From an optimization exercise on the open Yosys and OpenROAD flow, aimed at small area; shortcuts taken in it are not production practice.
Function was checked by simulation only, so behaviour that the tests miss may differ from the original.
No driver is modelled on the clock port, so clock power and skew are understated where the tree is cut down; a real chip needs a root buffer or a tree.
No activity file was given, so power comes from the tool's default toggle rates.

the baseline:
==> flow/design.v (excerpt) <==
module OQ1_Stopwatch(AN, Seg, Dot, CLK, Start, RESET);
  output [3:0] AN;
  output [6:0] Seg;
  output Dot;
  input CLK, Start, RESET;
  reg  [5:0] ms;
  wire       ms_fb = ms[5] ^ ms[0] ^ (ms[4:2] == 3'b101);
  wire       scan  = (ms[4:2] == 3'b000);
  always @(posedge CLK or posedge RESET)
    if (RESET) ms <= 6'h05;
    else       ms <= {ms[4:0], ms_fb};
  reg         counting;
  reg  [11:0] ds;
  wire        ds_g  = ds[7] ? (ds[2] & ds[4]) : (ds[2] | ~ds[4]);
  wire        ds_fb = counting & (ds[11] ^ ds_g);
  wire        tick  = ((ds & 12'hef7) == 12'h800);
  always @(posedge CLK or posedge RESET)
    if (RESET) begin
      counting <= 1'b0;
      ds       <= 12'h000;
    end else begin
      counting <= counting | Start;
      ds       <= {ds[10:0], ds_fb};
    end
  function [3:0] nx(input [3:0] d);
    nx = {(d[0] & d[1] & d[2]) | (d[0] & d[3]), (d[0] & d[1]), (d[0] & ~d[3]), ~(1'b0)};
  endfunction
  function is9(input [3:0] d);
    is9 = (d[0] & d[3]);
  endfunction
  function [6:0] sg(input [3:0] d);
  ...
Size: about 39 flip-flops, ~15 I/O pins, roughly 0.0015 sq mm of cells after synthesis.
==> flow/config.mk <==
export PLATFORM = sky130hd
export DESIGN_NAME = OQ1_Stopwatch
export DESIGN_NICKNAME = OQ1_Stopwatch
export VERILOG_FILES = /design/flow/design.v
export SDC_FILE = /design/flow/constraint.sdc
export NUM_CORES = 4
export LEC_CHECK = 0
export CAP_MARGIN = 20
export CORE_MARGIN = 2
export CORE_UTILIZATION = 50
export SLEW_MARGIN = 20
==> flow/constraint.sdc <==
create_clock -name core_clock -period 10.0 [get_ports {CLK}]
set_input_delay 2.0000 -clock core_clock [delete_from_list [all_inputs] [get_ports {CLK}]]
set_output_delay 2.0000 -clock core_clock [all_outputs]
set_load 0.01 [all_outputs]
standard.sh (not shown) runs the stock make flow with config.mk's settings and CLKGATE_MAP_FILE= SYNTH_SCRIPT=/design/flow/synth_recipe.tcl, a recipe that flattens the netlist after the stock synthesis.
==> flow/flow/run.sh <==
#!/bin/bash
# The standard layout with these changes:
#  - synthesis runs once for each ABC script flow/abc_*.script (area-oriented
#    mapping, some after ABC's &deepsyn), each in a work folder of its own,
#    and the run with the smallest netlist is kept; the runs differ only in
#    how ABC maps the logic between the registers, which it does not touch;
#  - the ports get buf_1 buffers;
#  - the clock tree uses clkbuf_4 and no dummy loads, and the clock port
#    drives its leaf buffers directly (post_cts.tcl).
set -euo pipefail
W=$PWD
R=$W/orfs/results/sky130hd/OQ1_Stopwatch/base
for s in $W/flow/abc_*.script; do
  n=$(basename $s .script)
  rm -rf $W/scripts_$n $W/orfs_$n
  cp -r $FLOW_HOME/scripts $W/scripts_$n
  cp $s $W/scripts_$n/abc_speed.script
  sed -e "s|WORK_HOME=[^ ]*|WORK_HOME=$W/orfs_$n|" -e '/^if \[\[/,$d' standard.sh > $W/standard_$n.sh
done
for s in $W/flow/abc_*.script; do
  n=$(basename $s .script)
  ( SCRIPTS_DIR=$W/scripts_$n bash $W/standard_$n.sh synth > $W/synth_$n.log 2>&1 || true ) &
  while [ $(jobs -r | wc -l) -ge ${NUM_CORES:-4} ]; do sleep 1; done
done
wait
best=""; best_area=""
for s in $W/flow/abc_*.script; do
  n=$(basename $s .script)
  f=$W/orfs_$n/reports/sky130hd/OQ1_Stopwatch/base/synth_stat.txt
  [[ -f $f && -f $W/orfs_$n/results/sky130hd/OQ1_Stopwatch/base/1_2_yosys.v ]] || continue
  a=$(awk '/Chip area for module/ {print $NF}' $f)
  echo "$n $a" >> $W/synth_areas.txt
  if [[ -z "$best" ]] || python3 -c "import sys; sys.exit(0 if $a < $best_area else 1)"; then
    best=$n; best_area=$a
  fi
done
echo "kept: $best $best_area" >> $W/synth_areas.txt
rm -rf $W/orfs $W/scripts
mv $W/orfs_$best $W/orfs
mv $W/scripts_$best $W/scripts
for s in $W/flow/abc_*.script; do
  n=$(basename $s .script)
  rm -rf $W/orfs_$n $W/scripts_$n
done
export SCRIPTS_DIR=$W/scripts
export BUFFER_PORTS_ARGS="-buffer_cell sky130_fd_sc_hd__buf_1"
export CTS_ARGS="-sink_clustering_enable -repair_clock_nets -dont_use_dummy_load -buf_list sky130_fd_sc_hd__clkbuf_4"
export POST_CTS_TCL=$W/flow/post_cts.tcl
export CLK_GROUPS=4 CLK_CELL=sky130_fd_sc_hd__clkbuf_4
cp $R/1_2_yosys.v $W/synth_netlist_orig.v
python3 flow/downsize.py $R/1_2_yosys.v $FLOW_HOME/platforms/sky130hd/lib/sky130_fd_sc_hd__tt_025C_1v80.lib > $W/downsize.log 2>&1
rm -f $R/1_synth.odb
bash standard.sh > $W/layout.log 2>&1
==> flow/flow/post_cts.tcl <==
# Rebuild the clock network: remove the buffers CTS inserted, split the
# clock sinks into CLK_GROUPS groups by position (k-means), and drive each
# group from one CLK_CELL buffer placed at its centre; the clock port
# drives these buffers.
set block [ord::get_db_block]
set clk_net [$block findNet CLK]
# Collect the clock buffers reachable from the port, and the sinks.
set bufs {}
set sinks {}
set todo [list $clk_net]
while {[llength $todo]} {
  set net [lindex $todo 0]
  set todo [lrange $todo 1 end]
  foreach it [$net getITerms] {
    if {![$it isInputSignal]} { continue }
    set inst [$it getInst]
    if {[string match "sky130_fd_sc_hd__clkbuf_*" [[$inst getMaster] getName]]} {
      lappend bufs $inst
      lappend todo [[$inst findITerm X] getNet]
    } else {
      lappend sinks $it
    }
  }
}
foreach b $bufs {
  set out [[$b findITerm X] getNet]
  foreach it [$out getITerms] { if {[$it getInst] ne $b} { $it disconnect } }
  [$b findITerm A] disconnect
  [$b findITerm X] disconnect
  odb::dbInst_destroy $b
  odb::dbNet_destroy $out
}
set k $::env(CLK_GROUPS)
set pts {}
foreach it $sinks {
  set xy [$it getAvgXY]
  lappend pts [list [lindex $xy 1] [lindex $xy 2]]
}
# k-means, started from sinks spread over the list sorted by x
set order [lsort -integer -index 0 $pts]
set cent {}
for {set i 0} {$i < $k} {incr i} {
  lappend cent [lindex $order [expr {int(($i + 0.5) * [llength $order] / $k)}]]
}
for {set iter 0} {$iter < 50} {incr iter} {
  set asg {}
  foreach p $pts {
    set best 0; set bd 1e30
    for {set i 0} {$i < $k} {incr i} {
      set c [lindex $cent $i]
      set d [expr {pow([lindex $p 0] - [lindex $c 0], 2) + pow([lindex $p 1] - [lindex $c 1], 2)}]
      if {$d < $bd} { set bd $d; set best $i }
    }
    lappend asg $best
  }
  set newc {}
  for {set i 0} {$i < $k} {incr i} {
    set sx 0; set sy 0; set n 0
    foreach p $pts a $asg { if {$a == $i} { set sx [expr {$sx + [lindex $p 0]}]; set sy [expr {$sy + [lindex $p 1]}]; incr n } }
    if {$n > 0} { lappend newc [list [expr {$sx / $n}] [expr {$sy / $n}]] } else { lappend newc [lindex $cent $i] }
  }
  set cent $newc
}
set master [[ord::get_db] findMaster $::env(CLK_CELL)]
for {set i 0} {$i < $k} {incr i} {
  set inst [odb::dbInst_create $block $master "clkbuf_grp_$i"]
  set net [odb::dbNet_create $block "clknet_grp_$i"]
  $net setSigType CLOCK
  [$inst findITerm A] connect $clk_net
  [$inst findITerm X] connect $net
  set c [lindex $cent $i]
  $inst setLocation [expr {int([lindex $c 0])}] [expr {int([lindex $c 1])}]
  $inst setPlacementStatus PLACED
  set n 0
  foreach it $sinks a $asg { if {$a == $i} { $it connect $net; incr n } }
  puts "post_cts: clkbuf_grp_$i ($::env(CLK_CELL)) drives $n sinks"
}
global_connect
estimate_parasitics -placement
detailed_placement
check_placement -verbose
report_clock_skew
Other scripts of this flow, unchanged in this note and not shown: flow/flow/abc_a20s0.script, flow/flow/abc_a20s1.script, flow/flow/abc_a20s2.script, flow/flow/abc_a20s3.script, flow/flow/abc_s31.script, flow/flow/abc_s8.script, flow/flow/downsize.py
In summary, the baseline completed successfully, with a layout that passed the timing, design-rule and antenna checks.
### the baseline -> the candidate
--- a/flow/flow/run.sh
+++ b/flow/flow/run.sh
@@ -48,3 +48,3 @@
 export POST_CTS_TCL=$W/flow/post_cts.tcl
-export CLK_GROUPS=4 CLK_CELL=sky130_fd_sc_hd__clkbuf_4
+export CLK_GROUPS=2 CLK_CELL=sky130_fd_sc_hd__clkbuf_8
 cp $R/1_2_yosys.v $W/synth_netlist_orig.v
### Flow results
Taking the baseline as the reference, in the candidate worst setup margin shrank by 23 ps; tightest hold margin stayed essentially flat.
Comparing the baseline with the candidate, the cell area came out essentially unchanged.
No run of this note takes its clock network from TritonCTS; it comes from the design's own scripts or RTL.

== oak ==
Another version of the RTL of OQ1_Stopwatch (not shown whole).
Size: about 160 cells after synthesis, roughly 15 I/O pins.
==> flow/config.mk <==
export PLATFORM = sky130hd
export DESIGN_NAME = OQ1_Stopwatch
export DESIGN_NICKNAME = OQ1_Stopwatch
export VERILOG_FILES = /design/flow/design.v
export SDC_FILE = /design/flow/constraint.sdc
export NUM_CORES = 4
export LEC_CHECK = 0
export CAP_MARGIN = 20
export CORE_MARGIN = 2
export CORE_UTILIZATION = 30
export SLEW_MARGIN = 20
==> flow/constraint.sdc <==
create_clock -name core_clock -period 10.0 [get_ports {CLK}]
set_input_delay 2.0000 -clock core_clock [delete_from_list [all_inputs] [get_ports {CLK}]]
set_output_delay 2.0000 -clock core_clock [all_outputs]
set_load 0.01 [all_outputs]
==> flow/flow/run.sh <==
#!/bin/bash
# The standard layout with these changes:
#  - ABC maps the logic with an area-oriented script (registers untouched);
#  - the ports get buf_1 buffers;
#  - the clock tree uses clkbuf_4 and no dummy loads, and the clock port
#    drives its leaf buffers directly.
set -euo pipefail
W=$PWD
R=$W/orfs/results/sky130hd/OQ1_Stopwatch/base
rm -rf $W/scripts
cp -r $FLOW_HOME/scripts $W/scripts
cp $W/flow/abc_area_only.script $W/scripts/abc_speed.script
export SCRIPTS_DIR=$W/scripts
export BUFFER_PORTS_ARGS="-buffer_cell sky130_fd_sc_hd__buf_1"
export CTS_ARGS="-sink_clustering_enable -repair_clock_nets -dont_use_dummy_load -buf_list sky130_fd_sc_hd__clkbuf_4"
export POST_CTS_TCL=$W/flow/post_cts.tcl
bash standard.sh synth > $W/synth.log 2>&1
cp $R/1_2_yosys.v $W/synth_netlist_orig.v
python3 flow/downsize.py $R/1_2_yosys.v $FLOW_HOME/platforms/sky130hd/lib/sky130_fd_sc_hd__tt_025C_1v80.lib > $W/downsize.log 2>&1
rm -f $R/1_synth.odb
bash standard.sh > $W/layout.log 2>&1
==> flow/flow/post_cts.tcl <==
set block [ord::get_db_block]
set clk_net [$block findNet CLK]
set roots {}
foreach it [$clk_net getITerms] {
  if {[$it isInputSignal]} { lappend roots [$it getInst] }
}
if {[llength $roots] == 1} {
  set root [lindex $roots 0]
  if {[string match "sky130_fd_sc_hd__clkbuf_*" [[$root getMaster] getName]]} {
    set root_net [[$root findITerm X] getNet]
    set leaves {}
    set ok 1
    foreach it [$root_net getITerms] {
      set inst [$it getInst]
      if {$inst eq $root} { continue }
      if {![string match "sky130_fd_sc_hd__clkbuf_*" [[$inst getMaster] getName]]} { set ok 0 }
      lappend leaves $it
    }
    if {$ok && [llength $leaves] <= 4} {
      foreach it $leaves {
        $it disconnect
        $it connect $clk_net
      }
      [$root findITerm A] disconnect
      [$root findITerm X] disconnect
      odb::dbInst_destroy $root
      odb::dbNet_destroy $root_net
      puts "post_cts: removed the root clock buffer; the clock port drives [llength $leaves] buffers"
    }
  }
}
estimate_parasitics -placement
detailed_placement
check_placement -verbose
report_clock_skew
Other scripts of this flow, unchanged in this note and not shown: flow/flow/abc_area_only.script, flow/flow/downsize.py
oak: no failed stages, no open violations at the end
The following lists how pine was set up differently from oak:
--- a/flow/flow/run.sh
+++ b/flow/flow/run.sh
@@ -15 +15 @@
-export CTS_ARGS="-sink_clustering_enable -repair_clock_nets -dont_use_dummy_load -buf_list sky130_fd_sc_hd__clkbuf_4"
+export CTS_ARGS="-sink_clustering_enable -repair_clock_nets -dont_use_dummy_load -buf_list sky130_fd_sc_hd__clkbuf_4 -sink_clustering_size 20"
--- a/flow/flow/post_cts.tcl
+++ b/flow/flow/post_cts.tcl
@@ -28,0 +29,6 @@
+      if {[info exists ::env(LEAF_CELL)]} {
+        foreach it $leaves {
+          [$it getInst] swapMaster [[ord::get_db] findMaster $::env(LEAF_CELL)]
+        }
+        puts "post_cts: leaf clock buffers are $::env(LEAF_CELL)"
+      }
--- outcome ---
- Reported for oak and pine, share of the final layout cell area in sequential cells turned out identical to the last digit.
- oak -> pine: time the final worst path needs with I/O delays and setup delta 0, exact match
- Between oak and pine, the number of max-capacitance violations reported figures differ only marginally.
- Number of logic inverters in the finished layout: pine vs oak identical
- pine -> oak: cell count delta 0, exact match
- The wire length after detailed routing of oak and that of pine are within noise of each other.
- Re mean cell area of the mapped netlist: no difference whatsoever between pine and oak.
- Switching component of the power came out exactly the same in oak and pine.
- oak -> pine: die outline height delta 0, exact match

==> re-timing with driven ports <==
No port has a modelled driver above. Below, the same layouts with a new extraction and two added sets of constraints.
Step 1 sets driving cells, clkbuf_16 on the clock port and buf_2 on the other inputs (assumed; they add their load-dependent delay and slew).
Step 2 also shifts input and output timing later by t, the mid clock arrival at the registers, as if the neighbouring blocks saw the same clock.
Three values: ideal, step 1, step 2; two values: the first two.
run | shift t [ns] | setup WS [ns] | cell pins on the clock port's net
the baseline | 0.195 | 6.044 / 6.003 / 6.198 | 4
the candidate | 0.194 | 6.021 / 5.990 / 6.184 | 2
oak | 0.201 | 5.583 / 5.543 / 5.744 | 4
pine | 0.201 | 5.583 / 5.543 / 5.744 | 4
After both steps setup and hold are still met in every run listed.
